From an optimization exercise on the open Yosys and OpenROAD flow, aimed at small area, a short achievable clock period and few clock cycles; shortcuts taken in it are not production practice.
RTL that was checked went through simulation tests only; none was proved equivalent to the original.
Only the layout flow was run in runs 2 and 3; the RTL was not checked for function there.

--- flow/run.sh ---
#!/bin/bash
# Own flow: the standard layout (standard synthesis, floorplan, placement,
# CTS, routing); only the timing repair is asked to leave a setup margin,
# and port buffers use another buffer cell. Clock and constraints unchanged.
set -e
bash standard.sh SETUP_SLACK_MARGIN=22 "BUFFER_PORTS_ARGS=-buffer_cell sky130_fd_sc_hd__buf_2" finish > standard_finish.log 2>&1
--- standard.sh ---
#!/bin/bash
# synth_recipe.tcl (not shown) runs the flow's synth.tcl, then flattens the netlist and writes it again
# the make line also repeats each setting of config.mk as NAME=value (left out here)
make -C /OpenROAD-flow-scripts/flow DESIGN_CONFIG=/design/flow/config.mk WORK_HOME=/design/flow/orfs CLKGATE_MAP_FILE= SYNTH_SCRIPT=/design/flow/synth_recipe.tcl "${@:-finish}"
--- design.v ---
module D_FF (q, d, reset, clk);
	output logic q;
	input logic d, reset, clk;
	always_ff @(posedge clk)
		if (reset)
			q <= 0;  
		else
			q <= d;  
endmodule
module FF_en(q, d, en, reset, clk);
	output q;
	input d, en, reset, clk;
	wire dat;
	D_FF ff(.q, .d(dat), .reset, .clk);
	NAND_MUX_2x1 muxs(.out(dat), .select(en), .invSelect(~en), .in({d, q}));
endmodule
module NAND_MUX_2x1(out, select, invSelect, in);
	output out;
	input select, invSelect;
	input [1:0] in;
	wire one, zero;
	nand oneNand(one, select, in[1]);
	nand zeroNand(zero, invSelect, in[0]);
	nand sumNand(out, one, zero);
endmodule
module NAND_MUX_4x1(out, select, invSelect, in);
	output out;
	input [1:0] select, invSelect;
	input [3:0] in;
	wire three, two, one, zero;
	nand zeroNand(zero, in[0], invSelect[1], invSelect[0]);
	nand oneNand(one, in[1], invSelect[1], select[0]);
	nand twoNand(two, in[2], select[1], invSelect[0]);
	nand threeNand(three, in[3], select[1], select[0]);
	nand sumNand(out, three, two, one, zero);
endmodule
module adderC65 (val1, val2, Cin, valOut);
	input logic [64:0] val1, val2;
	input logic Cin;
	output logic [64:0] valOut; 
	logic [64:0] cinToCout;
	genvar i;
	generate
		for(i=0; i<64; i++) begin : eachAdder
			full_adder adder(.S(valOut[i+1]), .Cout(cinToCout[i+1]), .A(val1[i+1]), .B(val2[i+1]), .Cin(cinToCout[i]));
		end
	endgenerate
	full_adder startAdder(.S(valOut[0]), .Cout(cinToCout[0]), .A(val1[0]), .B(val2[0]), .Cin);
endmodule
module divider1(quotient, valid_out, divisor, dividend, valid_in, rst, clk);
  output [63:0] quotient;
  output valid_out;
  input [63:0] divisor, dividend;
  input valid_in, rst, clk;
  localparam int K  = 3;                     
  localparam int DW = 67 + K;                
  localparam int JW = 5;                     
  logic          busy;
  logic          first;   
  logic          vo;
  logic [63:0]   rr;      
  logic [DW-1:0] rd;      
  logic          sbn;     
  logic [63:0]   rq;      
  logic          neg;     
  logic [JW-1:0] cnt;     
  assign valid_out = vo;
  assign quotient  = neg ? (64'd0 - rq) : rq;
  function automatic logic [6:0] bitlen(input logic [63:0] x);
    bitlen = 7'd0;
    for (int i = 0; i < 64; i++) if (x[i]) bitlen = 7'(i + 1);
  endfunction
  wire        sa = dividend[63];
  wire        sb = divisor[63];
  wire [63:0] ma = sa ? (64'd0 - dividend) : dividend;
  wire [6:0]  la = bitlen({1'b0, dividend[62:0] ^ dividend[63:1]}) + {6'd0, sa};
  wire [6:0]  lb = bitlen({1'b0, divisor[62:0] ^ divisor[63:1]});
  wire        bz = (divisor == 64'd0);
  wire        az = (dividend == 64'd0);
  wire [7:0]  sdiff = {1'b0, la} - {1'b0, lb};
  wire        zq = az | sdiff[7];                  
  wire [6:0]  s  = sdiff[6:0];                     
  function automatic logic [JW-1:0] ncyc(input logic [6:0] x);   
    ncyc = '0;
    for (int i = 0; i < 128; i++) if (x == 7'(i)) ncyc = JW'((i + 1) / K);
  endfunction
  logic [6:0]   sr;     
  wire [JW-1:0] j0 = ncyc(sr);
  logic [DW-1:0] dsh;
  always_comb begin
    dsh = rd;
    for (int k = 0; k < JW; k++) if (first & j0[k]) dsh = dsh << (K << k);
  end
  wire [DW-1:0] deff = dsh ^ {DW{first & sbn}};
  function automatic logic [64:0] addc(input logic [DW-1:0] a, input logic [DW-1:0] b, input logic cin);
    logic [DW:0] g, p, G, P;
    g = {a & b, cin};
    p = {a ^ b, 1'b0};
    G = g; P = p;
    for (int l = 0; (1 << l) < DW + 1; l++) begin
      logic [DW:0] G2, P2;
      G2 = G; P2 = P;
      for (int i = 0; i < DW + 1; i++) begin
        if ((i >> l) & 1) begin
          G2[i] = G[i] | (P[i] & G[((i >> l) << l) - 1]);
          P2[i] = P[i] & P[((i >> l) << l) - 1];
        end
      end
      G = G2; P = P2;
    end
    addc[64] = G[DW];
    for (int i = 0; i < 64; i++) addc[i] = p[i+1] ^ G[i];
  endfunction
  logic [63:0]   rnext;
  logic [K-1:0]  qb;
  always_comb begin
    logic [63:0]   r;
    logic [64:0]   t;
    r = rr;
    for (int j = 0; j < K; j++) begin
      if (j == 0) t = addc({{(DW-64){1'b0}}, r}, ~rd, ~sbn);
      else        t = addc({{(DW-64){1'b0}}, r}, ~(deff >> j), ~sbn);
      qb[K-1-j] = t[64] & ~(j == 0 && first);
      if (qb[K-1-j]) r = t[63:0];
    end
    rnext = r;
  end
  wire last = ((first ? j0 : cnt) == '0);
  always_ff @(posedge clk) begin
    if (rst) begin
      busy <= 1'b0;
      vo   <= 1'b0;
    end else if (!busy) begin
      busy <= valid_in & ~(zq | bz);
      vo   <= valid_in & (zq | bz);
    end else begin
      busy <= ~last;
      vo   <= last;
    end
  end
  always_ff @(posedge clk) begin
    if (!busy) begin
      first <= 1'b1;
      rr    <= ma;
      rd    <= {{(DW-64){sb}}, divisor} << (K - 1);
      sr    <= s;
      sbn   <= sb;
      rq    <= {63'd0, bz};
      neg   <= bz ? ~sa : (sa ^ sb);
    end else begin
      first <= 1'b0;
      rr    <= rnext;
      rd    <= deff >> K;
      cnt   <= (first ? j0 : cnt) - 1'b1;
      rq    <= {rq[63-K:0], qb};
    end
  end
endmodule
module full_adder(S, Cout, A, B, Cin);
	output S, Cout;
	input A, B, Cin;
	wire AB, AC, BC;
	xor sum(S, A, B, Cin);
	nand ab(AB, A, B);
	nand ac(AC, A, Cin);
	nand bc(BC, B, Cin);
	nand abc(Cout, AB, AC, BC);
endmodule
module mux_2x1_X65(outs, select, invSelect, ins);
	output [64:0] outs;
	input select, invSelect;
	input [1:0][64:0] ins;
		NAND_MUX_2x1 m7(.out(outs[7]), .select, .invSelect, .in({ins[1][7], ins[0][7]}));
	NAND_MUX_2x1 m6(.out(outs[6]), .select, .invSelect, .in({ins[1][6], ins[0][6]}));
	NAND_MUX_2x1 m5(.out(outs[5]), .select, .invSelect, .in({ins[1][5], ins[0][5]}));
	NAND_MUX_2x1 m4(.out(outs[4]), .select, .invSelect, .in({ins[1][4], ins[0][4]}));
	NAND_MUX_2x1 m3(.out(outs[3]), .select, .invSelect, .in({ins[1][3], ins[0][3]}));
	NAND_MUX_2x1 m2(.out(outs[2]), .select, .invSelect, .in({ins[1][2], ins[0][2]}));
	NAND_MUX_2x1 m1(.out(outs[1]), .select, .invSelect, .in({ins[1][1], ins[0][1]}));
	NAND_MUX_2x1 m0(.out(outs[0]), .select, .invSelect, .in({ins[1][0], ins[0][0]}));
		NAND_MUX_2x1 m15(.out(outs[15]), .select, .invSelect, .in({ins[1][15], ins[0][15]}));
	NAND_MUX_2x1 m14(.out(outs[14]), .select, .invSelect, .in({ins[1][14], ins[0][14]}));
	NAND_MUX_2x1 m13(.out(outs[13]), .select, .invSelect, .in({ins[1][13], ins[0][13]}));
	NAND_MUX_2x1 m12(.out(outs[12]), .select, .invSelect, .in({ins[1][12], ins[0][12]}));
	NAND_MUX_2x1 m11(.out(outs[11]), .select, .invSelect, .in({ins[1][11], ins[0][11]}));
	NAND_MUX_2x1 m10(.out(outs[10]), .select, .invSelect, .in({ins[1][10], ins[0][10]}));
	NAND_MUX_2x1 m9(.out(outs[9]), .select, .invSelect, .in({ins[1][9], ins[0][9]}));
	NAND_MUX_2x1 m8(.out(outs[8]), .select, .invSelect, .in({ins[1][8], ins[0][8]}));
		NAND_MUX_2x1 m23(.out(outs[23]), .select, .invSelect, .in({ins[1][23], ins[0][23]}));
	NAND_MUX_2x1 m22(.out(outs[22]), .select, .invSelect, .in({ins[1][22], ins[0][22]}));
	NAND_MUX_2x1 m21(.out(outs[21]), .select, .invSelect, .in({ins[1][21], ins[0][21]}));
	NAND_MUX_2x1 m20(.out(outs[20]), .select, .invSelect, .in({ins[1][20], ins[0][20]}));
	NAND_MUX_2x1 m19(.out(outs[19]), .select, .invSelect, .in({ins[1][19], ins[0][19]}));
	NAND_MUX_2x1 m18(.out(outs[18]), .select, .invSelect, .in({ins[1][18], ins[0][18]}));
	NAND_MUX_2x1 m17(.out(outs[17]), .select, .invSelect, .in({ins[1][17], ins[0][17]}));
	NAND_MUX_2x1 m16(.out(outs[16]), .select, .invSelect, .in({ins[1][16], ins[0][16]}));
		NAND_MUX_2x1 m31(.out(outs[31]), .select, .invSelect, .in({ins[1][31], ins[0][31]}));
	NAND_MUX_2x1 m30(.out(outs[30]), .select, .invSelect, .in({ins[1][30], ins[0][30]}));
	NAND_MUX_2x1 m29(.out(outs[29]), .select, .invSelect, .in({ins[1][29], ins[0][29]}));
	NAND_MUX_2x1 m28(.out(outs[28]), .select, .invSelect, .in({ins[1][28], ins[0][28]}));
	NAND_MUX_2x1 m27(.out(outs[27]), .select, .invSelect, .in({ins[1][27], ins[0][27]}));
	NAND_MUX_2x1 m26(.out(outs[26]), .select, .invSelect, .in({ins[1][26], ins[0][26]}));
	NAND_MUX_2x1 m25(.out(outs[25]), .select, .invSelect, .in({ins[1][25], ins[0][25]}));
	NAND_MUX_2x1 m24(.out(outs[24]), .select, .invSelect, .in({ins[1][24], ins[0][24]}));
		NAND_MUX_2x1 m39(.out(outs[39]), .select, .invSelect, .in({ins[1][39], ins[0][39]}));
	NAND_MUX_2x1 m38(.out(outs[38]), .select, .invSelect, .in({ins[1][38], ins[0][38]}));
	NAND_MUX_2x1 m37(.out(outs[37]), .select, .invSelect, .in({ins[1][37], ins[0][37]}));
	NAND_MUX_2x1 m36(.out(outs[36]), .select, .invSelect, .in({ins[1][36], ins[0][36]}));
	NAND_MUX_2x1 m35(.out(outs[35]), .select, .invSelect, .in({ins[1][35], ins[0][35]}));
	NAND_MUX_2x1 m34(.out(outs[34]), .select, .invSelect, .in({ins[1][34], ins[0][34]}));
	NAND_MUX_2x1 m33(.out(outs[33]), .select, .invSelect, .in({ins[1][33], ins[0][33]}));
	NAND_MUX_2x1 m32(.out(outs[32]), .select, .invSelect, .in({ins[1][32], ins[0][32]}));
		NAND_MUX_2x1 m47(.out(outs[47]), .select, .invSelect, .in({ins[1][47], ins[0][47]}));
	NAND_MUX_2x1 m46(.out(outs[46]), .select, .invSelect, .in({ins[1][46], ins[0][46]}));
	NAND_MUX_2x1 m45(.out(outs[45]), .select, .invSelect, .in({ins[1][45], ins[0][45]}));
	NAND_MUX_2x1 m44(.out(outs[44]), .select, .invSelect, .in({ins[1][44], ins[0][44]}));
	NAND_MUX_2x1 m43(.out(outs[43]), .select, .invSelect, .in({ins[1][43], ins[0][43]}));
	NAND_MUX_2x1 m42(.out(outs[42]), .select, .invSelect, .in({ins[1][42], ins[0][42]}));
	NAND_MUX_2x1 m41(.out(outs[41]), .select, .invSelect, .in({ins[1][41], ins[0][41]}));
	NAND_MUX_2x1 m40(.out(outs[40]), .select, .invSelect, .in({ins[1][40], ins[0][40]}));
		NAND_MUX_2x1 m55(.out(outs[55]), .select, .invSelect, .in({ins[1][55], ins[0][55]}));
	NAND_MUX_2x1 m54(.out(outs[54]), .select, .invSelect, .in({ins[1][54], ins[0][54]}));
	NAND_MUX_2x1 m53(.out(outs[53]), .select, .invSelect, .in({ins[1][53], ins[0][53]}));
	NAND_MUX_2x1 m52(.out(outs[52]), .select, .invSelect, .in({ins[1][52], ins[0][52]}));
	NAND_MUX_2x1 m51(.out(outs[51]), .select, .invSelect, .in({ins[1][51], ins[0][51]}));
	NAND_MUX_2x1 m50(.out(outs[50]), .select, .invSelect, .in({ins[1][50], ins[0][50]}));
	NAND_MUX_2x1 m49(.out(outs[49]), .select, .invSelect, .in({ins[1][49], ins[0][49]}));
	NAND_MUX_2x1 m48(.out(outs[48]), .select, .invSelect, .in({ins[1][48], ins[0][48]}));
		NAND_MUX_2x1 m63(.out(outs[63]), .select, .invSelect, .in({ins[1][63], ins[0][63]}));
	NAND_MUX_2x1 m62(.out(outs[62]), .select, .invSelect, .in({ins[1][62], ins[0][62]}));
	NAND_MUX_2x1 m61(.out(outs[61]), .select, .invSelect, .in({ins[1][61], ins[0][61]}));
	NAND_MUX_2x1 m60(.out(outs[60]), .select, .invSelect, .in({ins[1][60], ins[0][60]}));
	NAND_MUX_2x1 m59(.out(outs[59]), .select, .invSelect, .in({ins[1][59], ins[0][59]}));
	NAND_MUX_2x1 m58(.out(outs[58]), .select, .invSelect, .in({ins[1][58], ins[0][58]}));
	NAND_MUX_2x1 m57(.out(outs[57]), .select, .invSelect, .in({ins[1][57], ins[0][57]}));
	NAND_MUX_2x1 m56(.out(outs[56]), .select, .invSelect, .in({ins[1][56], ins[0][56]}));
		NAND_MUX_2x1 m64(.out(outs[64]), .select, .invSelect, .in({ins[1][64], ins[0][64]}));
endmodule
module mux_4x1_X65(outs, select, invSelect, ins);
	output [64:0] outs;
	input [1:0] select, invSelect;
	input [3:0][64:0] ins;
		NAND_MUX_4x1 m7(.out(outs[7]), .select, .invSelect, .in({ins[3][7], ins[2][7], ins[1][7], ins[0][7]}));
	NAND_MUX_4x1 m6(.out(outs[6]), .select, .invSelect, .in({ins[3][6], ins[2][6], ins[1][6], ins[0][6]}));
	NAND_MUX_4x1 m5(.out(outs[5]), .select, .invSelect, .in({ins[3][5], ins[2][5], ins[1][5], ins[0][5]}));
	NAND_MUX_4x1 m4(.out(outs[4]), .select, .invSelect, .in({ins[3][4], ins[2][4], ins[1][4], ins[0][4]}));
	NAND_MUX_4x1 m3(.out(outs[3]), .select, .invSelect, .in({ins[3][3], ins[2][3], ins[1][3], ins[0][3]}));
	NAND_MUX_4x1 m2(.out(outs[2]), .select, .invSelect, .in({ins[3][2], ins[2][2], ins[1][2], ins[0][2]}));
	NAND_MUX_4x1 m1(.out(outs[1]), .select, .invSelect, .in({ins[3][1], ins[2][1], ins[1][1], ins[0][1]}));
	NAND_MUX_4x1 m0(.out(outs[0]), .select, .invSelect, .in({ins[3][0], ins[2][0], ins[1][0], ins[0][0]}));
		NAND_MUX_4x1 m15(.out(outs[15]), .select, .invSelect, .in({ins[3][15], ins[2][15], ins[1][7], ins[0][15]}));
	NAND_MUX_4x1 m14(.out(outs[14]), .select, .invSelect, .in({ins[3][14], ins[2][14], ins[1][7], ins[0][14]}));
	NAND_MUX_4x1 m13(.out(outs[13]), .select, .invSelect, .in({ins[3][13], ins[2][13], ins[1][7], ins[0][13]}));
	NAND_MUX_4x1 m12(.out(outs[12]), .select, .invSelect, .in({ins[3][12], ins[2][12], ins[1][7], ins[0][12]}));
	NAND_MUX_4x1 m11(.out(outs[11]), .select, .invSelect, .in({ins[3][11], ins[2][11], ins[1][7], ins[0][11]}));
	NAND_MUX_4x1 m10(.out(outs[10]), .select, .invSelect, .in({ins[3][10], ins[2][10], ins[1][7], ins[0][10]}));
	NAND_MUX_4x1 m9(.out(outs[9]), .select, .invSelect, .in({ins[3][9], ins[2][9], ins[1][7], ins[0][9]}));
	NAND_MUX_4x1 m8(.out(outs[8]), .select, .invSelect, .in({ins[3][8], ins[2][8], ins[1][7], ins[0][8]}));
		NAND_MUX_4x1 m23(.out(outs[23]), .select, .invSelect, .in({ins[3][23], ins[2][23], ins[1][23], ins[0][23]}));
	NAND_MUX_4x1 m22(.out(outs[22]), .select, .invSelect, .in({ins[3][22], ins[2][22], ins[1][22], ins[0][22]}));
	NAND_MUX_4x1 m21(.out(outs[21]), .select, .invSelect, .in({ins[3][21], ins[2][21], ins[1][21], ins[0][21]}));
	NAND_MUX_4x1 m20(.out(outs[20]), .select, .invSelect, .in({ins[3][20], ins[2][20], ins[1][20], ins[0][20]}));
	NAND_MUX_4x1 m19(.out(outs[19]), .select, .invSelect, .in({ins[3][19], ins[2][19], ins[1][19], ins[0][19]}));
	NAND_MUX_4x1 m18(.out(outs[18]), .select, .invSelect, .in({ins[3][18], ins[2][18], ins[1][18], ins[0][18]}));
	NAND_MUX_4x1 m17(.out(outs[17]), .select, .invSelect, .in({ins[3][17], ins[2][17], ins[1][17], ins[0][17]}));
	NAND_MUX_4x1 m16(.out(outs[16]), .select, .invSelect, .in({ins[3][16], ins[2][16], ins[1][16], ins[0][16]}));
		NAND_MUX_4x1 m31(.out(outs[31]), .select, .invSelect, .in({ins[3][31], ins[2][31], ins[1][31], ins[0][31]}));
	NAND_MUX_4x1 m30(.out(outs[30]), .select, .invSelect, .in({ins[3][30], ins[2][30], ins[1][30], ins[0][30]}));
	NAND_MUX_4x1 m29(.out(outs[29]), .select, .invSelect, .in({ins[3][29], ins[2][29], ins[1][29], ins[0][29]}));
	NAND_MUX_4x1 m28(.out(outs[28]), .select, .invSelect, .in({ins[3][28], ins[2][28], ins[1][28], ins[0][28]}));
	NAND_MUX_4x1 m27(.out(outs[27]), .select, .invSelect, .in({ins[3][27], ins[2][27], ins[1][27], ins[0][27]}));
	NAND_MUX_4x1 m26(.out(outs[26]), .select, .invSelect, .in({ins[3][26], ins[2][26], ins[1][26], ins[0][26]}));
	NAND_MUX_4x1 m25(.out(outs[25]), .select, .invSelect, .in({ins[3][25], ins[2][25], ins[1][25], ins[0][25]}));
	NAND_MUX_4x1 m24(.out(outs[24]), .select, .invSelect, .in({ins[3][24], ins[2][24], ins[1][24], ins[0][24]}));
		NAND_MUX_4x1 m39(.out(outs[39]), .select, .invSelect, .in({ins[3][39], ins[2][39], ins[1][39], ins[0][39]}));
	NAND_MUX_4x1 m38(.out(outs[38]), .select, .invSelect, .in({ins[3][38], ins[2][38], ins[1][38], ins[0][38]}));
	NAND_MUX_4x1 m37(.out(outs[37]), .select, .invSelect, .in({ins[3][37], ins[2][37], ins[1][37], ins[0][37]}));
	NAND_MUX_4x1 m36(.out(outs[36]), .select, .invSelect, .in({ins[3][36], ins[2][36], ins[1][36], ins[0][36]}));
	NAND_MUX_4x1 m35(.out(outs[35]), .select, .invSelect, .in({ins[3][35], ins[2][35], ins[1][35], ins[0][35]}));
	NAND_MUX_4x1 m34(.out(outs[34]), .select, .invSelect, .in({ins[3][34], ins[2][34], ins[1][34], ins[0][34]}));
	NAND_MUX_4x1 m33(.out(outs[33]), .select, .invSelect, .in({ins[3][33], ins[2][33], ins[1][33], ins[0][33]}));
	NAND_MUX_4x1 m32(.out(outs[32]), .select, .invSelect, .in({ins[3][32], ins[2][32], ins[1][32], ins[0][32]}));
		NAND_MUX_4x1 m47(.out(outs[47]), .select, .invSelect, .in({ins[3][47], ins[2][47], ins[1][47], ins[0][47]}));
	NAND_MUX_4x1 m46(.out(outs[46]), .select, .invSelect, .in({ins[3][46], ins[2][46], ins[1][46], ins[0][46]}));
	NAND_MUX_4x1 m45(.out(outs[45]), .select, .invSelect, .in({ins[3][45], ins[2][45], ins[1][45], ins[0][45]}));
	NAND_MUX_4x1 m44(.out(outs[44]), .select, .invSelect, .in({ins[3][44], ins[2][44], ins[1][44], ins[0][44]}));
	NAND_MUX_4x1 m43(.out(outs[43]), .select, .invSelect, .in({ins[3][43], ins[2][43], ins[1][43], ins[0][43]}));
	NAND_MUX_4x1 m42(.out(outs[42]), .select, .invSelect, .in({ins[3][42], ins[2][42], ins[1][42], ins[0][42]}));
	NAND_MUX_4x1 m41(.out(outs[41]), .select, .invSelect, .in({ins[3][41], ins[2][41], ins[1][41], ins[0][41]}));
	NAND_MUX_4x1 m40(.out(outs[40]), .select, .invSelect, .in({ins[3][40], ins[2][40], ins[1][40], ins[0][40]}));
		NAND_MUX_4x1 m55(.out(outs[55]), .select, .invSelect, .in({ins[3][55], ins[2][55], ins[1][55], ins[0][55]}));
	NAND_MUX_4x1 m54(.out(outs[54]), .select, .invSelect, .in({ins[3][54], ins[2][54], ins[1][54], ins[0][54]}));
	NAND_MUX_4x1 m53(.out(outs[53]), .select, .invSelect, .in({ins[3][53], ins[2][53], ins[1][53], ins[0][53]}));
	NAND_MUX_4x1 m52(.out(outs[52]), .select, .invSelect, .in({ins[3][52], ins[2][52], ins[1][52], ins[0][52]}));
	NAND_MUX_4x1 m51(.out(outs[51]), .select, .invSelect, .in({ins[3][51], ins[2][51], ins[1][51], ins[0][51]}));
	NAND_MUX_4x1 m50(.out(outs[50]), .select, .invSelect, .in({ins[3][50], ins[2][50], ins[1][50], ins[0][50]}));
	NAND_MUX_4x1 m49(.out(outs[49]), .select, .invSelect, .in({ins[3][49], ins[2][49], ins[1][49], ins[0][49]}));
	NAND_MUX_4x1 m48(.out(outs[48]), .select, .invSelect, .in({ins[3][48], ins[2][48], ins[1][48], ins[0][48]}));
		NAND_MUX_4x1 m63(.out(outs[63]), .select, .invSelect, .in({ins[3][63], ins[2][63], ins[1][63], ins[0][63]}));
	NAND_MUX_4x1 m62(.out(outs[62]), .select, .invSelect, .in({ins[3][62], ins[2][62], ins[1][62], ins[0][62]}));
	NAND_MUX_4x1 m61(.out(outs[61]), .select, .invSelect, .in({ins[3][61], ins[2][61], ins[1][61], ins[0][61]}));
	NAND_MUX_4x1 m60(.out(outs[60]), .select, .invSelect, .in({ins[3][60], ins[2][60], ins[1][60], ins[0][60]}));
	NAND_MUX_4x1 m59(.out(outs[59]), .select, .invSelect, .in({ins[3][59], ins[2][59], ins[1][59], ins[0][59]}));
	NAND_MUX_4x1 m58(.out(outs[58]), .select, .invSelect, .in({ins[3][58], ins[2][58], ins[1][58], ins[0][58]}));
	NAND_MUX_4x1 m57(.out(outs[57]), .select, .invSelect, .in({ins[3][57], ins[2][57], ins[1][57], ins[0][57]}));
	NAND_MUX_4x1 m56(.out(outs[56]), .select, .invSelect, .in({ins[3][56], ins[2][56], ins[1][56], ins[0][56]}));
		NAND_MUX_4x1 m64(.out(outs[64]), .select, .invSelect, .in({ins[3][64], ins[2][64], ins[1][64], ins[0][64]}));
endmodule
module norifier(outs, ins1, ins0);
	output [63:0] outs;
	input [63:0] ins1, ins0;
		nor oa7(outs[7], ins1[7], ins0[7]);
	nor oa6(outs[6], ins1[6], ins0[6]);
	nor oa5(outs[5], ins1[5], ins0[5]);
	nor oa4(outs[4], ins1[4], ins0[4]);
	nor oa3(outs[3], ins1[3], ins0[3]);
	nor oa2(outs[2], ins1[2], ins0[2]);
	nor oa1(outs[1], ins1[1], ins0[1]);
	nor oa0(outs[0], ins1[0], ins0[0]);
		nor oa15(outs[15], ins1[15], ins0[15]);
	nor oa14(outs[14], ins1[14], ins0[14]);
	nor oa13(outs[13], ins1[13], ins0[13]);
	nor oa12(outs[12], ins1[12], ins0[12]);
	nor oa11(outs[11], ins1[11], ins0[11]);
	nor oa10(outs[10], ins1[10], ins0[10]);
	nor oa9(outs[9], ins1[9], ins0[9]);
	nor oa8(outs[8], ins1[8], ins0[8]);
		nor oa23(outs[23], ins1[23], ins0[23]);
	nor oa22(outs[22], ins1[22], ins0[22]);
	nor oa21(outs[21], ins1[21], ins0[21]);
	nor oa20(outs[20], ins1[20], ins0[20]);
	nor oa19(outs[19], ins1[19], ins0[19]);
	nor oa18(outs[18], ins1[18], ins0[18]);
	nor oa17(outs[17], ins1[17], ins0[17]);
	nor oa16(outs[16], ins1[16], ins0[16]);
		nor oa31(outs[31], ins1[31], ins0[31]);
	nor oa30(outs[30], ins1[30], ins0[30]);
	nor oa29(outs[29], ins1[29], ins0[29]);
	nor oa28(outs[28], ins1[28], ins0[28]);
	nor oa27(outs[27], ins1[27], ins0[27]);
	nor oa26(outs[26], ins1[26], ins0[26]);
	nor oa25(outs[25], ins1[25], ins0[25]);
	nor oa24(outs[24], ins1[24], ins0[24]);
		nor oa39(outs[39], ins1[39], ins0[39]);
	nor oa38(outs[38], ins1[38], ins0[38]);
	nor oa37(outs[37], ins1[37], ins0[37]);
	nor oa36(outs[36], ins1[36], ins0[36]);
	nor oa35(outs[35], ins1[35], ins0[35]);
	nor oa34(outs[34], ins1[34], ins0[34]);
	nor oa33(outs[33], ins1[33], ins0[33]);
	nor oa32(outs[32], ins1[32], ins0[32]);
		nor oa47(outs[47], ins1[47], ins0[47]);
	nor oa46(outs[46], ins1[46], ins0[46]);
	nor oa45(outs[45], ins1[45], ins0[45]);
	nor oa44(outs[44], ins1[44], ins0[44]);
	nor oa43(outs[43], ins1[43], ins0[43]);
	nor oa42(outs[42], ins1[42], ins0[42]);
	nor oa41(outs[41], ins1[41], ins0[41]);
	nor oa40(outs[40], ins1[40], ins0[40]);
		nor oa55(outs[55], ins1[55], ins0[55]);
	nor oa54(outs[54], ins1[54], ins0[54]);
	nor oa53(outs[53], ins1[53], ins0[53]);
	nor oa52(outs[52], ins1[52], ins0[52]);
	nor oa51(outs[51], ins1[51], ins0[51]);
	nor oa50(outs[50], ins1[50], ins0[50]);
	nor oa49(outs[49], ins1[49], ins0[49]);
	nor oa48(outs[48], ins1[48], ins0[48]);
		nor oa63(outs[63], ins1[63], ins0[63]);
	nor oa62(outs[62], ins1[62], ins0[62]);
	nor oa61(outs[61], ins1[61], ins0[61]);
	nor oa60(outs[60], ins1[60], ins0[60]);
	nor oa59(outs[59], ins1[59], ins0[59]);
	nor oa58(outs[58], ins1[58], ins0[58]);
	nor oa57(outs[57], ins1[57], ins0[57]);
	nor oa56(outs[56], ins1[56], ins0[56]);
endmodule
module registerX64(outs, ins, en, rst, clk);
	output [63:0] outs;
	input [63:0] ins;
	input en, rst, clk;
		FF_en r7(.q(outs[7]), .d(ins[7]), .en, .reset(rst), .clk);
	FF_en r6(.q(outs[6]), .d(ins[6]), .en, .reset(rst), .clk);
	FF_en r5(.q(outs[5]), .d(ins[5]), .en, .reset(rst), .clk);
	FF_en r4(.q(outs[4]), .d(ins[4]), .en, .reset(rst), .clk);
	FF_en r3(.q(outs[3]), .d(ins[3]), .en, .reset(rst), .clk);
	FF_en r2(.q(outs[2]), .d(ins[2]), .en, .reset(rst), .clk);
	FF_en r1(.q(outs[1]), .d(ins[1]), .en, .reset(rst), .clk);
	FF_en r0(.q(outs[0]), .d(ins[0]), .en, .reset(rst), .clk);
		FF_en r15(.q(outs[15]), .d(ins[15]), .en, .reset(rst), .clk);
	FF_en r14(.q(outs[14]), .d(ins[14]), .en, .reset(rst), .clk);
	FF_en r13(.q(outs[13]), .d(ins[13]), .en, .reset(rst), .clk);
	FF_en r12(.q(outs[12]), .d(ins[12]), .en, .reset(rst), .clk);
	FF_en r11(.q(outs[11]), .d(ins[11]), .en, .reset(rst), .clk);
	FF_en r10(.q(outs[10]), .d(ins[10]), .en, .reset(rst), .clk);
	FF_en r9(.q(outs[9]), .d(ins[9]), .en, .reset(rst), .clk);
	FF_en r8(.q(outs[8]), .d(ins[8]), .en, .reset(rst), .clk);
		FF_en r23(.q(outs[23]), .d(ins[23]), .en, .reset(rst), .clk);
	FF_en r22(.q(outs[22]), .d(ins[22]), .en, .reset(rst), .clk);
	FF_en r21(.q(outs[21]), .d(ins[21]), .en, .reset(rst), .clk);
	FF_en r20(.q(outs[20]), .d(ins[20]), .en, .reset(rst), .clk);
	FF_en r19(.q(outs[19]), .d(ins[19]), .en, .reset(rst), .clk);
	FF_en r18(.q(outs[18]), .d(ins[18]), .en, .reset(rst), .clk);
	FF_en r17(.q(outs[17]), .d(ins[17]), .en, .reset(rst), .clk);
	FF_en r16(.q(outs[16]), .d(ins[16]), .en, .reset(rst), .clk);
		FF_en r31(.q(outs[31]), .d(ins[31]), .en, .reset(rst), .clk);
	FF_en r30(.q(outs[30]), .d(ins[30]), .en, .reset(rst), .clk);
	FF_en r29(.q(outs[29]), .d(ins[29]), .en, .reset(rst), .clk);
	FF_en r28(.q(outs[28]), .d(ins[28]), .en, .reset(rst), .clk);
	FF_en r27(.q(outs[27]), .d(ins[27]), .en, .reset(rst), .clk);
	FF_en r26(.q(outs[26]), .d(ins[26]), .en, .reset(rst), .clk);
	FF_en r25(.q(outs[25]), .d(ins[25]), .en, .reset(rst), .clk);
	FF_en r24(.q(outs[24]), .d(ins[24]), .en, .reset(rst), .clk);
		FF_en r39(.q(outs[39]), .d(ins[39]), .en, .reset(rst), .clk);
	FF_en r38(.q(outs[38]), .d(ins[38]), .en, .reset(rst), .clk);
	FF_en r37(.q(outs[37]), .d(ins[37]), .en, .reset(rst), .clk);
	FF_en r36(.q(outs[36]), .d(ins[36]), .en, .reset(rst), .clk);
	FF_en r35(.q(outs[35]), .d(ins[35]), .en, .reset(rst), .clk);
	FF_en r34(.q(outs[34]), .d(ins[34]), .en, .reset(rst), .clk);
	FF_en r33(.q(outs[33]), .d(ins[33]), .en, .reset(rst), .clk);
	FF_en r32(.q(outs[32]), .d(ins[32]), .en, .reset(rst), .clk);
		FF_en r47(.q(outs[47]), .d(ins[47]), .en, .reset(rst), .clk);
	FF_en r46(.q(outs[46]), .d(ins[46]), .en, .reset(rst), .clk);
	FF_en r45(.q(outs[45]), .d(ins[45]), .en, .reset(rst), .clk);
	FF_en r44(.q(outs[44]), .d(ins[44]), .en, .reset(rst), .clk);
	FF_en r43(.q(outs[43]), .d(ins[43]), .en, .reset(rst), .clk);
	FF_en r42(.q(outs[42]), .d(ins[42]), .en, .reset(rst), .clk);
	FF_en r41(.q(outs[41]), .d(ins[41]), .en, .reset(rst), .clk);
	FF_en r40(.q(outs[40]), .d(ins[40]), .en, .reset(rst), .clk);
		FF_en r55(.q(outs[55]), .d(ins[55]), .en, .reset(rst), .clk);
	FF_en r54(.q(outs[54]), .d(ins[54]), .en, .reset(rst), .clk);
	FF_en r53(.q(outs[53]), .d(ins[53]), .en, .reset(rst), .clk);
	FF_en r52(.q(outs[52]), .d(ins[52]), .en, .reset(rst), .clk);
	FF_en r51(.q(outs[51]), .d(ins[51]), .en, .reset(rst), .clk);
	FF_en r50(.q(outs[50]), .d(ins[50]), .en, .reset(rst), .clk);
	FF_en r49(.q(outs[49]), .d(ins[49]), .en, .reset(rst), .clk);
	FF_en r48(.q(outs[48]), .d(ins[48]), .en, .reset(rst), .clk);
		FF_en r63(.q(outs[63]), .d(ins[63]), .en, .reset(rst), .clk);
	FF_en r62(.q(outs[62]), .d(ins[62]), .en, .reset(rst), .clk);
	FF_en r61(.q(outs[61]), .d(ins[61]), .en, .reset(rst), .clk);
	FF_en r60(.q(outs[60]), .d(ins[60]), .en, .reset(rst), .clk);
	FF_en r59(.q(outs[59]), .d(ins[59]), .en, .reset(rst), .clk);
	FF_en r58(.q(outs[58]), .d(ins[58]), .en, .reset(rst), .clk);
	FF_en r57(.q(outs[57]), .d(ins[57]), .en, .reset(rst), .clk);
	FF_en r56(.q(outs[56]), .d(ins[56]), .en, .reset(rst), .clk);
endmodule
module registerX65(outs, ins, en, rst, clk);
	output [64:0] outs;
	input [64:0] ins;
	input en, rst, clk;
		FF_en r7(.q(outs[7]), .d(ins[7]), .en, .reset(rst), .clk);
	FF_en r6(.q(outs[6]), .d(ins[6]), .en, .reset(rst), .clk);
	FF_en r5(.q(outs[5]), .d(ins[5]), .en, .reset(rst), .clk);
	FF_en r4(.q(outs[4]), .d(ins[4]), .en, .reset(rst), .clk);
	FF_en r3(.q(outs[3]), .d(ins[3]), .en, .reset(rst), .clk);
	FF_en r2(.q(outs[2]), .d(ins[2]), .en, .reset(rst), .clk);
	FF_en r1(.q(outs[1]), .d(ins[1]), .en, .reset(rst), .clk);
	FF_en r0(.q(outs[0]), .d(ins[0]), .en, .reset(rst), .clk);
		FF_en r15(.q(outs[15]), .d(ins[15]), .en, .reset(rst), .clk);
	FF_en r14(.q(outs[14]), .d(ins[14]), .en, .reset(rst), .clk);
	FF_en r13(.q(outs[13]), .d(ins[13]), .en, .reset(rst), .clk);
	FF_en r12(.q(outs[12]), .d(ins[12]), .en, .reset(rst), .clk);
	FF_en r11(.q(outs[11]), .d(ins[11]), .en, .reset(rst), .clk);
	FF_en r10(.q(outs[10]), .d(ins[10]), .en, .reset(rst), .clk);
	FF_en r9(.q(outs[9]), .d(ins[9]), .en, .reset(rst), .clk);
	FF_en r8(.q(outs[8]), .d(ins[8]), .en, .reset(rst), .clk);
		FF_en r23(.q(outs[23]), .d(ins[23]), .en, .reset(rst), .clk);
	FF_en r22(.q(outs[22]), .d(ins[22]), .en, .reset(rst), .clk);
	FF_en r21(.q(outs[21]), .d(ins[21]), .en, .reset(rst), .clk);
	FF_en r20(.q(outs[20]), .d(ins[20]), .en, .reset(rst), .clk);
	FF_en r19(.q(outs[19]), .d(ins[19]), .en, .reset(rst), .clk);
	FF_en r18(.q(outs[18]), .d(ins[18]), .en, .reset(rst), .clk);
	FF_en r17(.q(outs[17]), .d(ins[17]), .en, .reset(rst), .clk);
	FF_en r16(.q(outs[16]), .d(ins[16]), .en, .reset(rst), .clk);
		FF_en r31(.q(outs[31]), .d(ins[31]), .en, .reset(rst), .clk);
	FF_en r30(.q(outs[30]), .d(ins[30]), .en, .reset(rst), .clk);
	FF_en r29(.q(outs[29]), .d(ins[29]), .en, .reset(rst), .clk);
	FF_en r28(.q(outs[28]), .d(ins[28]), .en, .reset(rst), .clk);
	FF_en r27(.q(outs[27]), .d(ins[27]), .en, .reset(rst), .clk);
	FF_en r26(.q(outs[26]), .d(ins[26]), .en, .reset(rst), .clk);
	FF_en r25(.q(outs[25]), .d(ins[25]), .en, .reset(rst), .clk);
	FF_en r24(.q(outs[24]), .d(ins[24]), .en, .reset(rst), .clk);
		FF_en r39(.q(outs[39]), .d(ins[39]), .en, .reset(rst), .clk);
	FF_en r38(.q(outs[38]), .d(ins[38]), .en, .reset(rst), .clk);
	FF_en r37(.q(outs[37]), .d(ins[37]), .en, .reset(rst), .clk);
	FF_en r36(.q(outs[36]), .d(ins[36]), .en, .reset(rst), .clk);
	FF_en r35(.q(outs[35]), .d(ins[35]), .en, .reset(rst), .clk);
	FF_en r34(.q(outs[34]), .d(ins[34]), .en, .reset(rst), .clk);
	FF_en r33(.q(outs[33]), .d(ins[33]), .en, .reset(rst), .clk);
	FF_en r32(.q(outs[32]), .d(ins[32]), .en, .reset(rst), .clk);
		FF_en r47(.q(outs[47]), .d(ins[47]), .en, .reset(rst), .clk);
	FF_en r46(.q(outs[46]), .d(ins[46]), .en, .reset(rst), .clk);
	FF_en r45(.q(outs[45]), .d(ins[45]), .en, .reset(rst), .clk);
	FF_en r44(.q(outs[44]), .d(ins[44]), .en, .reset(rst), .clk);
	FF_en r43(.q(outs[43]), .d(ins[43]), .en, .reset(rst), .clk);
	FF_en r42(.q(outs[42]), .d(ins[42]), .en, .reset(rst), .clk);
	FF_en r41(.q(outs[41]), .d(ins[41]), .en, .reset(rst), .clk);
	FF_en r40(.q(outs[40]), .d(ins[40]), .en, .reset(rst), .clk);
		FF_en r55(.q(outs[55]), .d(ins[55]), .en, .reset(rst), .clk);
	FF_en r54(.q(outs[54]), .d(ins[54]), .en, .reset(rst), .clk);
	FF_en r53(.q(outs[53]), .d(ins[53]), .en, .reset(rst), .clk);
	FF_en r52(.q(outs[52]), .d(ins[52]), .en, .reset(rst), .clk);
	FF_en r51(.q(outs[51]), .d(ins[51]), .en, .reset(rst), .clk);
	FF_en r50(.q(outs[50]), .d(ins[50]), .en, .reset(rst), .clk);
	FF_en r49(.q(outs[49]), .d(ins[49]), .en, .reset(rst), .clk);
	FF_en r48(.q(outs[48]), .d(ins[48]), .en, .reset(rst), .clk);
		FF_en r63(.q(outs[63]), .d(ins[63]), .en, .reset(rst), .clk);
	FF_en r62(.q(outs[62]), .d(ins[62]), .en, .reset(rst), .clk);
	FF_en r61(.q(outs[61]), .d(ins[61]), .en, .reset(rst), .clk);
	FF_en r60(.q(outs[60]), .d(ins[60]), .en, .reset(rst), .clk);
	FF_en r59(.q(outs[59]), .d(ins[59]), .en, .reset(rst), .clk);
	FF_en r58(.q(outs[58]), .d(ins[58]), .en, .reset(rst), .clk);
	FF_en r57(.q(outs[57]), .d(ins[57]), .en, .reset(rst), .clk);
	FF_en r56(.q(outs[56]), .d(ins[56]), .en, .reset(rst), .clk);
		FF_en r64(.q(outs[64]), .d(ins[64]), .en, .reset(rst), .clk);
endmodule
module xnorifier(outs, ins1, ins0);
	output [63:0] outs;
	input [63:0] ins1, ins0;
		xnor  xoa7(outs[7], ins1[7], ins0[7]);
	xnor xoa6(outs[6], ins1[6], ins0[6]);
	xnor xoa5(outs[5], ins1[5], ins0[5]);
	xnor xoa4(outs[4], ins1[4], ins0[4]);
	xnor xoa3(outs[3], ins1[3], ins0[3]);
	xnor xoa2(outs[2], ins1[2], ins0[2]);
	xnor xoa1(outs[1], ins1[1], ins0[1]);
	xnor xoa0(outs[0], ins1[0], ins0[0]);
		xnor xoa15(outs[15], ins1[15], ins0[15]);
	xnor xoa14(outs[14], ins1[14], ins0[14]);
	xnor xoa13(outs[13], ins1[13], ins0[13]);
	xnor xoa12(outs[12], ins1[12], ins0[12]);
	xnor xoa11(outs[11], ins1[11], ins0[11]);
	xnor xoa10(outs[10], ins1[10], ins0[10]);
	xnor xoa9(outs[9], ins1[9], ins0[9]);
	xnor xoa8(outs[8], ins1[8], ins0[8]);
		xnor xoa23(outs[23], ins1[23], ins0[23]);
	xnor xoa22(outs[22], ins1[22], ins0[22]);
	xnor xoa21(outs[21], ins1[21], ins0[21]);
	xnor xoa20(outs[20], ins1[20], ins0[20]);
	xnor xoa19(outs[19], ins1[19], ins0[19]);
	xnor xoa18(outs[18], ins1[18], ins0[18]);
	xnor xoa17(outs[17], ins1[17], ins0[17]);
	xnor xoa16(outs[16], ins1[16], ins0[16]);
		xnor xoa31(outs[31], ins1[31], ins0[31]);
	xnor xoa30(outs[30], ins1[30], ins0[30]);
	xnor xoa29(outs[29], ins1[29], ins0[29]);
	xnor xoa28(outs[28], ins1[28], ins0[28]);
	xnor xoa27(outs[27], ins1[27], ins0[27]);
	xnor xoa26(outs[26], ins1[26], ins0[26]);
	xnor xoa25(outs[25], ins1[25], ins0[25]);
	xnor xoa24(outs[24], ins1[24], ins0[24]);
		xnor xoa39(outs[39], ins1[39], ins0[39]);
	xnor xoa38(outs[38], ins1[38], ins0[38]);
	xnor xoa37(outs[37], ins1[37], ins0[37]);
	xnor xoa36(outs[36], ins1[36], ins0[36]);
	xnor xoa35(outs[35], ins1[35], ins0[35]);
	xnor xoa34(outs[34], ins1[34], ins0[34]);
	xnor xoa33(outs[33], ins1[33], ins0[33]);
	xnor xoa32(outs[32], ins1[32], ins0[32]);
		xnor xoa47(outs[47], ins1[47], ins0[47]);
	xnor xoa46(outs[46], ins1[46], ins0[46]);
	xnor xoa45(outs[45], ins1[45], ins0[45]);
	xnor xoa44(outs[44], ins1[44], ins0[44]);
	xnor xoa43(outs[43], ins1[43], ins0[43]);
	xnor xoa42(outs[42], ins1[42], ins0[42]);
	xnor xoa41(outs[41], ins1[41], ins0[41]);
	xnor xoa40(outs[40], ins1[40], ins0[40]);
		xnor xoa55(outs[55], ins1[55], ins0[55]);
	xnor xoa54(outs[54], ins1[54], ins0[54]);
	xnor xoa53(outs[53], ins1[53], ins0[53]);
	xnor xoa52(outs[52], ins1[52], ins0[52]);
	xnor xoa51(outs[51], ins1[51], ins0[51]);
	xnor xoa50(outs[50], ins1[50], ins0[50]);
	xnor xoa49(outs[49], ins1[49], ins0[49]);
	xnor xoa48(outs[48], ins1[48], ins0[48]);
		xnor xoa63(outs[63], ins1[63], ins0[63]);
	xnor xoa62(outs[62], ins1[62], ins0[62]);
	xnor xoa61(outs[61], ins1[61], ins0[61]);
	xnor xoa60(outs[60], ins1[60], ins0[60]);
	xnor xoa59(outs[59], ins1[59], ins0[59]);
	xnor xoa58(outs[58], ins1[58], ins0[58]);
	xnor xoa57(outs[57], ins1[57], ins0[57]);
	xnor xoa56(outs[56], ins1[56], ins0[56]);
endmodule
--- config.mk ---
export PLATFORM = sky130hd
export DESIGN_NAME = divider1
export DESIGN_NICKNAME = divider1
export VERILOG_FILES = /design/flow/design.v
export SDC_FILE = /design/flow/constraint.sdc
export NUM_CORES = 8
export LEC_CHECK = 0
export CAP_MARGIN = 20
export CORE_MARGIN = 2
export CORE_UTILIZATION = 40
export SLEW_MARGIN = 20
--- constraint.sdc ---
create_clock -name core_clock -period 32.0 [get_ports {clk}]
set_input_delay 6.4000 -clock core_clock [delete_from_list [all_inputs] [get_ports {clk}]]
set_output_delay 6.4000 -clock core_clock [all_outputs]
set_load 0.01 [all_outputs]
==> out/metrics.csv, run 1 <==
stage,metric,value,unit
worst_setup_path,cp-end-kind,output port,
logic_synthesis,synth_edf_count,14,
timing,final_hold_viol_count,0,
hold_path,hold_path.class,reg2reg,
global_routing,overflow,0,
floorplan,start_util,40.6,%
timing,min_period,11.27,ns
global_routing,grt_pass1_vias,27300,
logic_synthesis,yosysUniqueCellTypes,102,
drt,vias_per_cell,6.02,
worst_setup_path,path_max_fanout,3,
final_layout,area_growth,32.4,%
global_routing,antenna_found_initial,2,
drt,drc_errors,0,
clocking,clk_latency,0.62,ns
logic_synthesis,synth_ff_type,dfxtp_1,
logic_synthesis,yosysWarnings,1,
final_layout,drive_above_1_share,27.7,%
drt,post_drt_wl_per_cell,24.0,um
timing,slew_violations,0,
floorplan,die_x,266,um
floorplan,design.core.area,67500,um^2
clocking,root_buffer,clkbuf_16,
floorplan,num_rows,95,
global_routing,grt_max_degree,193,
logic_synthesis,synth_cells,3685,
place,gp_congestion,1.01,
clocking,cts_hold_buf,0,
place,place_ws,19.03,ns
run_status,status,no timing/DRC/antenna violations,
clocking,cts_tree,built,
timing,setup_viol,0,
timing,setup_ws,20.73,ns
clocking,cts.sinks,213,
logic_synthesis,synthArstFlopShare,0,%
drt,drtIter0Drc,3374,
drt,vias,29700,
run,drv_cap,0,
logic_synthesis,syn_area,27400,um^2
clocking,cts_made_buffers,28,
clocking,ctsHtreeMaxLevel,1,
worst_setup_path,path_class,reg2out,
timing,fmax,0.0887,GHz
floorplan,dieArea,70600,um^2
drt,drt_wl_total,118,mm
clocking,clk_pin_slew,0.06,ns
worst_setup_path,arrival,4.87,ns
drt,postRouteAntennaNets,0,
final_layout,multi_input_area,24500,um^2
worst_setup_path,critical_path_required,25.60,ns
logic_synthesis,avgSynthCellArea,7.44,um^2
timing,finalCritPeriodShare,35.2,%
clocking,clockBufferDepth,3,
timing,whs,0.496,ns
logic_synthesis,ys_ff_latch,213,
final_layout,register_area,4440,um^2
global_routing,track_usage,30.4,%
floorplan,io_pins,196,
final_layout,fin_nets,4475,
final_layout,most-common-layout-cells,"nor2_1, inv_1, nand2_1",
final_layout,final_common_cell,nor2_1,
timing,rsz0062_at_grt,true,
timing,tns,0,ns
worst_setup_path,reg2reg_setup_slack,21.86,ns
final_layout,nFillCells,6298,
place,port_buffers,195,
final_layout,utilization,53.7,%
logic_synthesis,yosysSeqAreaShare,16.1,%
global_routing,grt_pass1_wl,165,mm
floorplan,dieHeight,266,um
worst_setup_path,cp-start-kind,flip-flop,
logic_synthesis,synth_nets,4128,
place,dpl.hpwl,80.6,mm
timing,slew_headroom,26.9,%
drt,firstDrtPassIters,6,
timing,tightestPinTransition,1.10,ns
timing,skew,0.0341,ns
==> critical path, stage by stage (launching register included) <==
cell and delay (ns):
dfxtp_2 0.33, or4_4 0.55, nor3_4 0.15, nand2b_1 0.10, or2_4 0.25, nand2b_4 0.15, or3_4 0.35, nand2b_4 0.15
or3_4 0.34, or3_4 0.38, or4_4 0.44, inv_2 0.08, nand2_4 0.05, or4_4 0.46, o21ai_2 0.16, xnor2_1 0.15
buf_2 0.16
==> flip-flops by register name, indices dropped and copies added (netlist names) <==
name / count
vo: 1
neg: 1
sr: 7
rd: 68
rr: 64
rq: 64
cnt: 5
first: 1
sbn: 1
busy: 1
==> layout make-up <==
cell class,instances,area share [%]
timing repair buffer,465,11.3
antenna,2,0.0138
inverter,304,3.23
clock buffer,38,2.23
clock inverter,13,0.531
multi-input combinational,3020,67.5
tap,873,3.01
sequential,213,12.2
==> repair_timing <==
item / CTS / global route
buffers inserted: 108 / 88
pin swaps: 105 / 222
gates cloned: 18 / 17
endpoints found under the setup margin: 98 / 99
gates resized for setup: 274 / 466
==> stage by stage <==
step,instances,cell area (um^2)
detailed placement,4644,29400
CTS,4821,33100
global placement,4644,29400
global route,4926,36300
finish,4928,36300
floorplan,3685,27700
==> kinds of logic after synthesis <==
family	Yosys count	share of synthesized area, %
buffers and inverters	456	6.62
adder cells (fa/ha/maj)	313	14.7
flip-flops	213	16.1
AO/OA/AOI/OAI	909	21.3
AND/OR/NAND/NOR	1164	19.8
multiplexers	235	8.89
XOR/XNOR	395	12.6
==> routing by layer <==
metal / vias up / part of all wire [%] / track usage, %
li1: 13700 / - / -
met1: 13900 / 40 / 40.2
met4: 0 / 6.9 / 14.5
met3: 411 / 11 / 5.97
met2: 1628 / 43 / 47.5
met5: - / 0 / 0
==> synthesized netlist by cell type, drive strengths merged (68+ instances only) <==
cell	count	area share (%)
mux2i	168	6.1
and2	78	1.8
inv	303	4.1
xnor2	303	9.7
nand3	68	1.3
clkbuf	83	1.1
xor2	92	2.9
nor2	401	5.5
a21o	76	2.1
dfxtp	199	15
buf	69	1.3
a21oi	337	6.2
nand2	323	4.5
ha	295	13
o21ai	152	2.9
==> final timing paths <==
| kind | from | to | cells after the start |
|---|---|---|---|
| max reg2reg | sr[3] | rr[38] | 49 |
| min | rq[13] | rq[16] | 1 |
| min reg2reg | rq[13] | rq[16] | 1 |
| max | rq[13] | quotient[60] | 16 |
Testbench counts, summed over its fixed seeds: cycles 6,098.
==> inputs of run 2 (changes only) <==
--- a/design.v
+++ b/design.v
@@ -66,5 +66,5 @@
   logic [JW-1:0] cnt;     
   assign valid_out = vo;
-  assign quotient  = neg ? (64'd0 - rq) : rq;
+  div_neg u_neg(.q(rq), .neg(neg), .y(quotient));
   function automatic logic [6:0] bitlen(input logic [63:0] x);
     bitlen = 7'd0;
@@ -157,4 +157,7 @@
   end
 endmodule
+module div_neg(input [63:0] q, input neg, output [63:0] y);
+  assign y = neg ? (64'd0 - q) : q;
+endmodule
 module full_adder(S, Cout, A, B, Cin);
 	output S, Cout;
==> flow/run.sh (replaced) <==
#!/bin/bash
# Own flow: the standard layout (standard synthesis, floorplan, placement,
# CTS, routing); only the timing repair is asked to leave a setup margin,
# and port buffers use another buffer cell. Clock and constraints unchanged.
set -e
bash standard.sh SETUP_SLACK_MARGIN=21 "BUFFER_PORTS_ARGS=-buffer_cell sky130_fd_sc_hd__buf_2" finish > standard_finish.log 2>&1
--- a/config.mk
+++ b/config.mk
@@ -10,2 +10,3 @@
 export CORE_UTILIZATION = 40
 export SLEW_MARGIN = 20
+export SYNTH_HIERARCHICAL = 1
==> run 2 against run 1 <==
  * Wire length down 8.0%
  * Design area decreased by 10%
  * Final cell count rose by 1.7%
  * Count of clock-buffer cells in the layout rose by 1
==> out/metrics.csv, run 2 <==
stage,metric,value,unit
worst_setup_path,critical_path_required,32.52,ns
drt,vias,29300,
logic_synthesis,yosysWarnings,7,
final_layout,nFillCells,7180,
worst_setup_path,cp-end-kind,flip-flop,
timing,tns,0,ns
drt,vias_per_cell,5.84,
logic_synthesis,synth_cells,3882,
clocking,clk_pin_slew,0.06,ns
global_routing,track_usage,28.4,%
floorplan,dieHeight,270,um
final_layout,area_growth,15.4,%
final_layout,regMostFlops,rd,
global_routing,grt_pass1_vias,27300,
floorplan,io_pins,196,
drt,drtIter0Drc,3138,
logic_synthesis,synth.most_common_cell,nor2_1,
worst_setup_path,cp_slowest_stage_delay,0.30,ns
logic_synthesis,synth.area.top_cells,"dfxtp_1, ha_1, xnor2_1",
floorplan,num_rows,97,
logic_synthesis,synth_nets,4324,
run,drv_cap,0,
place,port_buffers,195,
clocking,cts.sinks,213,
final_layout,largest_reg_flops,68,
clocking,clk_latency,0.59,ns
final_layout,drive_above_1_share,14.7,%
drt,drt_wl_total,109,mm
global_routing,antenna_found_initial,10,
place,dpl.hpwl,83.2,mm
timing,final_hold_viol_count,0,
timing,setup_viol,0,
timing,tightestPinTransition,1.01,ns
place,gp_congestion,0.975,
worst_setup_path,cp-start-kind,input port,
logic_synthesis,ys_top_cells_by_count,"nor2_1, a21oi_1, nand2_1",
clocking,clockBufferDepth,3,
final_layout,final_common_cell,nor2_1,
worst_setup_path,path_common_cell,o31ai_2,
logic_synthesis,synthArstFlopShare,0,%
final_layout,reg_top3,"rd (68), rq (64), rr (64)",
logic_synthesis,synth_top_area_cell,dfxtp_1,
logic_synthesis,yosysUniqueCellTypes,101,
logic_synthesis,syn_area,28300,um^2
logic_synthesis,synth_ff_type,dfxtp_1,
drt,post_drt_wl_per_cell,21.7,um
floorplan,start_util,40.4,%
global_routing,grt_max_degree,171,
final_layout,fin_nets,4484,
final_layout,most-common-layout-cells,"nor2_1, a21oi_1, nand2_1",
global_routing,grt_pass1_wl,163,mm
timing,rsz0062_at_grt,true,
final_layout,instances_no_fill,5012,
clocking,root_buffer,clkbuf_16,
timing,min_period,10.83,ns
timing,slew_violations,0,
logic_synthesis,ys_ff_latch,213,
floorplan,dieArea,72900,um^2
worst_setup_path,worst_path_max_delay_cell,xor2_4,
clocking,cts_tree,built,
global_routing,overflow,0,
timing,fmax,0.0923,GHz
logic_synthesis,synth_edf_count,14,
timing,slew_headroom,31.9,%
floorplan,design.core.area,70000,um^2
timing,skew,0.0185,ns
logic_synthesis,yosysSeqAreaShare,15.6,%
floorplan,die_x,270,um
drt,firstDrtPassIters,6,
clocking,cts_made_buffers,28,
worst_setup_path,arrival,11.36,ns
clocking,ctsHtreeMaxLevel,1,
worst_setup_path,path_max_fanout,3,
clocking,cts_hold_buf,0,
logic_synthesis,avgSynthCellArea,7.29,um^2
logic_synthesis,synth.top_cell.area_share,14.1,%
drt,postRouteAntennaNets,0,
hold_path,hold_path.class,reg2reg,
drt,drc_errors,0,
timing,finalCritPeriodShare,33.9,%
run_status,status,no timing/DRC/antenna violations,
final_layout,utilization,46.6,%
worst_setup_path,path_class,in2reg,
place,dp.cells,4883,
==> run 2: routing by layer <==
layer  track usage [%]  wire (um)  vias to the layer above
met5                 0          0                        -
met4              9.96       3720                        0
met3              3.12       8980                      181
met2              43.1      46100                     1264
met1              41.3      50000                    13700
li1                  -          -                    14100
==> run 2: kinds of logic after synthesis <==
logic type	count (synthesis)	share of synthesized area, %
adder cells (fa/ha/maj)	312	14.2
buffers and inverters	469	6.65
AND/OR/NAND/NOR	1295	22.0
XOR/XNOR	390	12.1
AO/OA/AOI/OAI	1034	23.2
flip-flops	213	15.6
multiplexers	169	6.29
==> run 2: worst paths after layout <==
path	depth (start not counted)	to	slack (ns)	start
setup / recovery	30	vo	21.17	dividend[8]
hold / removal	1	rq[4]	0.49	rq[1]
hold reg to reg	1	rq[4]	0.49	rq[1]
setup reg to reg	44	rr[56]	21.55	sr[1]
==> run 2: per-module statistics from Yosys, one instance, submodules excluded <==
module | area, um^2 | flip-flops and latches
divider1 | 26600 | 213
div_neg | 1660 | 0
==> run 2: worst max-delay path: cells and delay by family <==
| kind | cells | cell delay (ns) |
|---|---|---|
| AO/OA/AOI/OAI | 18 | 3.00 |
| adder cells (fa/ha/maj) | 3 | 0.68 |
| AND/OR/NAND/NOR | 5 | 0.61 |
| buffers and inverters | 3 | 0.36 |
| XOR/XNOR | 1 | 0.30 |
==> run 2: through the flow <==
stage	setup WS, ns	hold slack, ns	instance area [um^2]
after floorplan	21.34	0.458	28300
after global placement	18.65	0.472	30100
after detailed placement	18.61	0.476	30100
after CTS	20.78	0.490	31900
after global routing	20.93	0.541	32600
final	21.17	0.489	32600
==> run 2: timing repair <==
| item | 4_1_cts | 5_1_grt |
|---|---|---|
| hold endpoints to repair | 0 | 0 |
| cloned | 4 | 3 |
| endpoints found under the setup margin | 71 | 71 |
| pin swaps | 42 | 52 |
| resized for setup | 105 | 118 |
| setup buffers | 43 | 19 |
==> run 2: layout make-up <==
cell class              instances  area (um^2)  area share, %
diodes                          8         20.0         0.0613
clock buffers                  39          793           2.43
inverters                     293         1120           3.42
well taps                     940         1180           3.60
flip-flops and latches        213         4410           13.5
multi-input cells            3203        22900           70.2
repair buffers                303         2080           6.39
clock inverters                13          113          0.345
==> inputs of run 3 (changes only) <==
--- a/design.v
+++ b/design.v
@@ -65,5 +65,5 @@
   logic          neg;     
   logic [JW-1:0] cnt;     
-  assign valid_out = vo;
+  assign valid_out = vo | quick;
   div_neg u_neg(.q(rq), .neg(neg), .y(quotient));
   function automatic logic [6:0] bitlen(input logic [63:0] x);
@@ -78,13 +78,15 @@
   wire        bz = (divisor == 64'd0);
   wire        az = (dividend == 64'd0);
-  wire [7:0]  sdiff = {1'b0, la} - {1'b0, lb};
-  wire        zq = az | sdiff[7];                  
+  logic [6:0]   lar, lbr;    
+  logic         azr, bzr;    
+  wire [7:0]  sdiff = {1'b0, lar} - {1'b0, lbr};
+  wire        zq = azr | sdiff[7];                 
   wire [6:0]  s  = sdiff[6:0];                     
+  wire        quick = first & (zq | bzr);          
   function automatic logic [JW-1:0] ncyc(input logic [6:0] x);   
     ncyc = '0;
     for (int i = 0; i < 128; i++) if (x == 7'(i)) ncyc = JW'((i + 1) / K);
   endfunction
-  logic [6:0]   sr;     
-  wire [JW-1:0] j0 = ncyc(sr);
+  wire [JW-1:0] j0 = ncyc(s);
   logic [DW-1:0] dsh;
   always_comb begin
@@ -129,25 +131,29 @@
   always_ff @(posedge clk) begin
     if (rst) begin
-      busy <= 1'b0;
-      vo   <= 1'b0;
+      busy  <= 1'b0;
+      first <= 1'b0;
+      vo    <= 1'b0;
     end else if (!busy) begin
-      busy <= valid_in & ~(zq | bz);
-      vo   <= valid_in & (zq | bz);
+      busy  <= valid_in;
+      first <= valid_in;
+      vo    <= 1'b0;
     end else begin
-      busy <= ~last;
-      vo   <= last;
+      busy  <= ~last & ~quick;
+      first <= 1'b0;
+      vo    <= last & ~quick;
     end
   end
   always_ff @(posedge clk) begin
     if (!busy) begin
-      first <= 1'b1;
       rr    <= ma;
       rd    <= {{(DW-64){sb}}, divisor} << (K - 1);
-      sr    <= s;
+      lar   <= la;
+      lbr   <= lb;
+      azr   <= az;
+      bzr   <= bz;
       sbn   <= sb;
       rq    <= {63'd0, bz};
       neg   <= bz ? ~sa : (sa ^ sb);
     end else begin
-      first <= 1'b0;
       rr    <= rnext;
       rd    <= deff >> K;
==> run 3 against run 2 <==
  * Still clean
  * Count of clock-buffer cells in the layout decreased by 2
  * Die area is 2.8% higher
  * Worst hold slack gained 0.00070 ns
  * Non-clock buffer count rose by 131
  * Synthesized cell count up 1.4%
  * Wire length increased by 20%
  * Final cell count grew 3.8%
  * Critical path type is now reg2reg
  * Largest cell class unchanged
==> out/metrics.csv, run 3 <==
stage,metric,value,unit
run_status,status,no timing/DRC/antenna violations,
final_layout,largest_reg_flops,68,
logic_synthesis,synth_cells,3938,
worst_setup_path,r2r_cells,50,
worst_setup_path,crit_end,rr[32],
drt,vias,31500,
clocking,clk_latency,0.61,ns
worst_setup_path,cp-start-kind,flip-flop,
worst_setup_path,path_common_cell,a21o_1,
worst_setup_path,r2r_start,lar[1],
logic_synthesis,ys_top_cells_by_count,"nand2_1, nor2_1, inv_1",
final_layout,nFillCells,7142,
worst_setup_path,critical_path_required,32.49,ns
final_layout,final_common_cell,nand2_1,
global_routing,grt_pass1_vias,29100,
timing,skew,0.0223,ns
global_routing,track_usage,33.0,%
worst_setup_path,path_class,reg2reg,
clocking,cts_hold_buf,0,
logic_synthesis,synth.top_cell.area_share,13.7,%
drt,vias_per_cell,6.06,
timing,tns,0,ns
final_layout,fin_nets,4671,
drt,drtIter0Drc,3479,
clocking,clk_pin_slew,0.06,ns
clocking,root_buffer,clkbuf_16,
floorplan,dieArea,74900,um^2
logic_synthesis,synthArstFlopShare,0,%
floorplan,num_rows,98,
drt,firstDrtPassIters,6,
place,dpl.hpwl,95.4,mm
logic_synthesis,yosysWarnings,7,
clocking,cts_made_buffers,28,
final_layout,regMostFlops,rd,
final_layout,most-common-layout-cells,"nand2_1, nor2_1, inv_1",
final_layout,utilization,49.3,%
logic_synthesis,synth_top_area_cell,dfxtp_1,
timing,fmax,0.0878,GHz
clocking,clockBufferDepth,3,
logic_synthesis,yosysUniqueCellTypes,119,
timing,tightestPinTransition,1.13,ns
drt,drt_wl_total,131,mm
global_routing,overflow,0,
floorplan,design.core.area,71700,um^2
worst_setup_path,r2r_end,rr[32],
timing,final_hold_viol_count,0,
timing,min_period,11.39,ns
floorplan,io_pins,196,
timing,slew_headroom,24.0,%
worst_setup_path,worst_path_max_delay_cell,xnor2_1,
hold_path,hold_start,rq[1],
logic_synthesis,yosysSeqAreaShare,16.0,%
floorplan,die_x,274,um
logic_synthesis,avgSynthCellArea,7.39,um^2
logic_synthesis,synth_ff_type,dfxtp_1,
logic_synthesis,syn_area,29100,um^2
final_layout,reg_top3,"rd (68), rq (64), rr (64)",
worst_setup_path,crit_path_start,lar[1],
floorplan,dieHeight,274,um
logic_synthesis,synth.most_common_cell,nand2_1,
drt,post_drt_wl_per_cell,25.1,um
logic_synthesis,synth_nets,4380,
worst_setup_path,cp-end-kind,flip-flop,
global_routing,antenna_found_initial,7,
global_routing,grt_pass1_wl,188,mm
logic_synthesis,ys_ff_latch,221,
timing,whs,0.489,ns
worst_setup_path,cp_slowest_stage_delay,0.52,ns
timing,rsz0062_at_grt,true,
final_layout,drive_above_1_share,18.2,%
logic_synthesis,synth.area.top_cells,"dfxtp_1, ha_1, xnor2_1",
clocking,cts_tree,built,
worst_setup_path,reg2reg_setup_slack,20.61,ns
timing,slew_violations,0,
worst_setup_path,path_max_fanout,64,
place,gp_congestion,1.00,
hold_path,hold_path.class,reg2reg,
run,drv_cap,0,
clocking,cts.sinks,221,
worst_setup_path,arrival,11.88,ns
drt,postRouteAntennaNets,0,
place,port_buffers,195,
floorplan,start_util,40.6,%
timing,setup_viol,0,
logic_synthesis,synth_edf_count,22,
global_routing,grt_max_degree,108,
drt,drc_errors,0,
clocking,ctsHtreeMaxLevel,1,
final_layout,area_growth,21.6,%
timing,finalCritPeriodShare,35.6,%
run 3: worst min-delay path by stage:
stage / slack [ns] / end / cells after the start
after global placement: 0.47 / rq[4] / 1
final: 0.49 / rq[4] / 1
after floorplan: 0.46 / rq[4] / 1
after global routing: 0.51 / rq[4] / 1
after CTS: 0.49 / rq[4] / 1
after detailed placement: 0.48 / rq[4] / 1
run 3: through the flow:
step / cell area [um^2] / instances / setup WS (ns)
2_1_floorplan: 29300 / 3938 / 21.01
3_3_place_gp: 31200 / 4977 / 17.15
3_5_place_dp: 31200 / 4977 / 16.97
4_1_cts: 34500 / 5158 / 20.92
5_1_grt: 35400 / 5200 / 20.27
6_report: 35400 / 5201 / 20.61
run 3: critical path, delay by kind of cell, from the launching register on:
kind,cells,cell delay [ns]
compound gates,28,5.71
xor+xnor,3,1.01
fa+ha+maj,4,1.28
buf+inv,6,1.20
flops,1,0.40
mux,2,0.63
simple gates,7,0.94
run 3: repair_timing:
item / 4_1_cts / 5_1_grt
endpoints found under the hold margin: 0 / 0
pin swaps: 66 / 56
resized for setup: 183 / 105
setup endpoints to repair: 66 / 66
setup buffers: 109 / 38
cloned: 21 / 4
run 3: logic make-up after synthesis:
family	synth area share [%]
compound gates	24.7
xor+xnor	11.9
fa+ha+maj	13.8
buf+inv	6.73
flops	16.0
mux	5.77
simple gates	21.1
run 3: cell type report:
cell class	instances	area [um^2]	share of cell area, %
diodes	1	2.50	0.00707
clock buffers	37	827	2.34
clock inverters	14	178	0.502
inverters	311	1170	3.32
multi-input cells	3233	23800	67.3
flip-flops and latches	221	4650	13.2
well taps	950	1190	3.36
repair buffers	434	3540	10.0
run 3: routing by layer:
layer  GRT usage, %  vias to the layer above  routed length [um]  part of all wire [%]
li1               -                    14600                   -                     -
met1           41.2                    14800               51400                    39
met2           50.7                     1614               55800                    43
met3           6.75                      465               11800                   9.0
met4           23.2                       12               11400                   8.7
met5              0                        -                  67                 0.051
run 3: Yosys stat by module (local to each module, per instance):
module | cells | copies in the design | flops+latches
divider1 | 3729 | 1 | 221
div_neg | 209 | 1 | 0

-- static timing again, ports no longer ideal --
The flow's constraints put no driver on any port. The routed layouts listed below were extracted and timed again, unchanged, in two steps.
Step 1 assumes that a clkbuf_16 drives the clock port and a buf_2 every other input.
Step 2 moves the port delays by t, midway between the first and last clock arrival at a register: inputs arrive t later, outputs are due t later. That takes back most of the time a late clock gives input paths.
Three values: no drivers, after step 1, after step 2; two values: the first two.
| run | shift t [ns] | slack for setup (ns) | worst hold slack (ns) | slew at the worst register clock pin (ns) | worst data-port slew with drivers (ns) |
|---|---|---|---|---|---|
| run 1 | 0.669 | 20.732 / 20.667 / 20.451 | 0.496 / 0.496 / 0.496 | 0.07 / 0.07 | 0.09 |
| run 2 | 0.643 | 21.166 / 21.179 / 20.536 | 0.489 / 0.489 / 0.489 | 0.07 / 0.07 | 0.08 |
| run 3 | 0.665 | 20.610 / 20.610 / 20.610 | 0.489 / 0.489 / 0.489 | 0.07 / 0.07 | 0.06 |
After both steps every run listed still meets setup and hold. The setup slack of run 2, which loses most, moves by +0.013 ns with the drivers and by -0.630 ns with both steps.
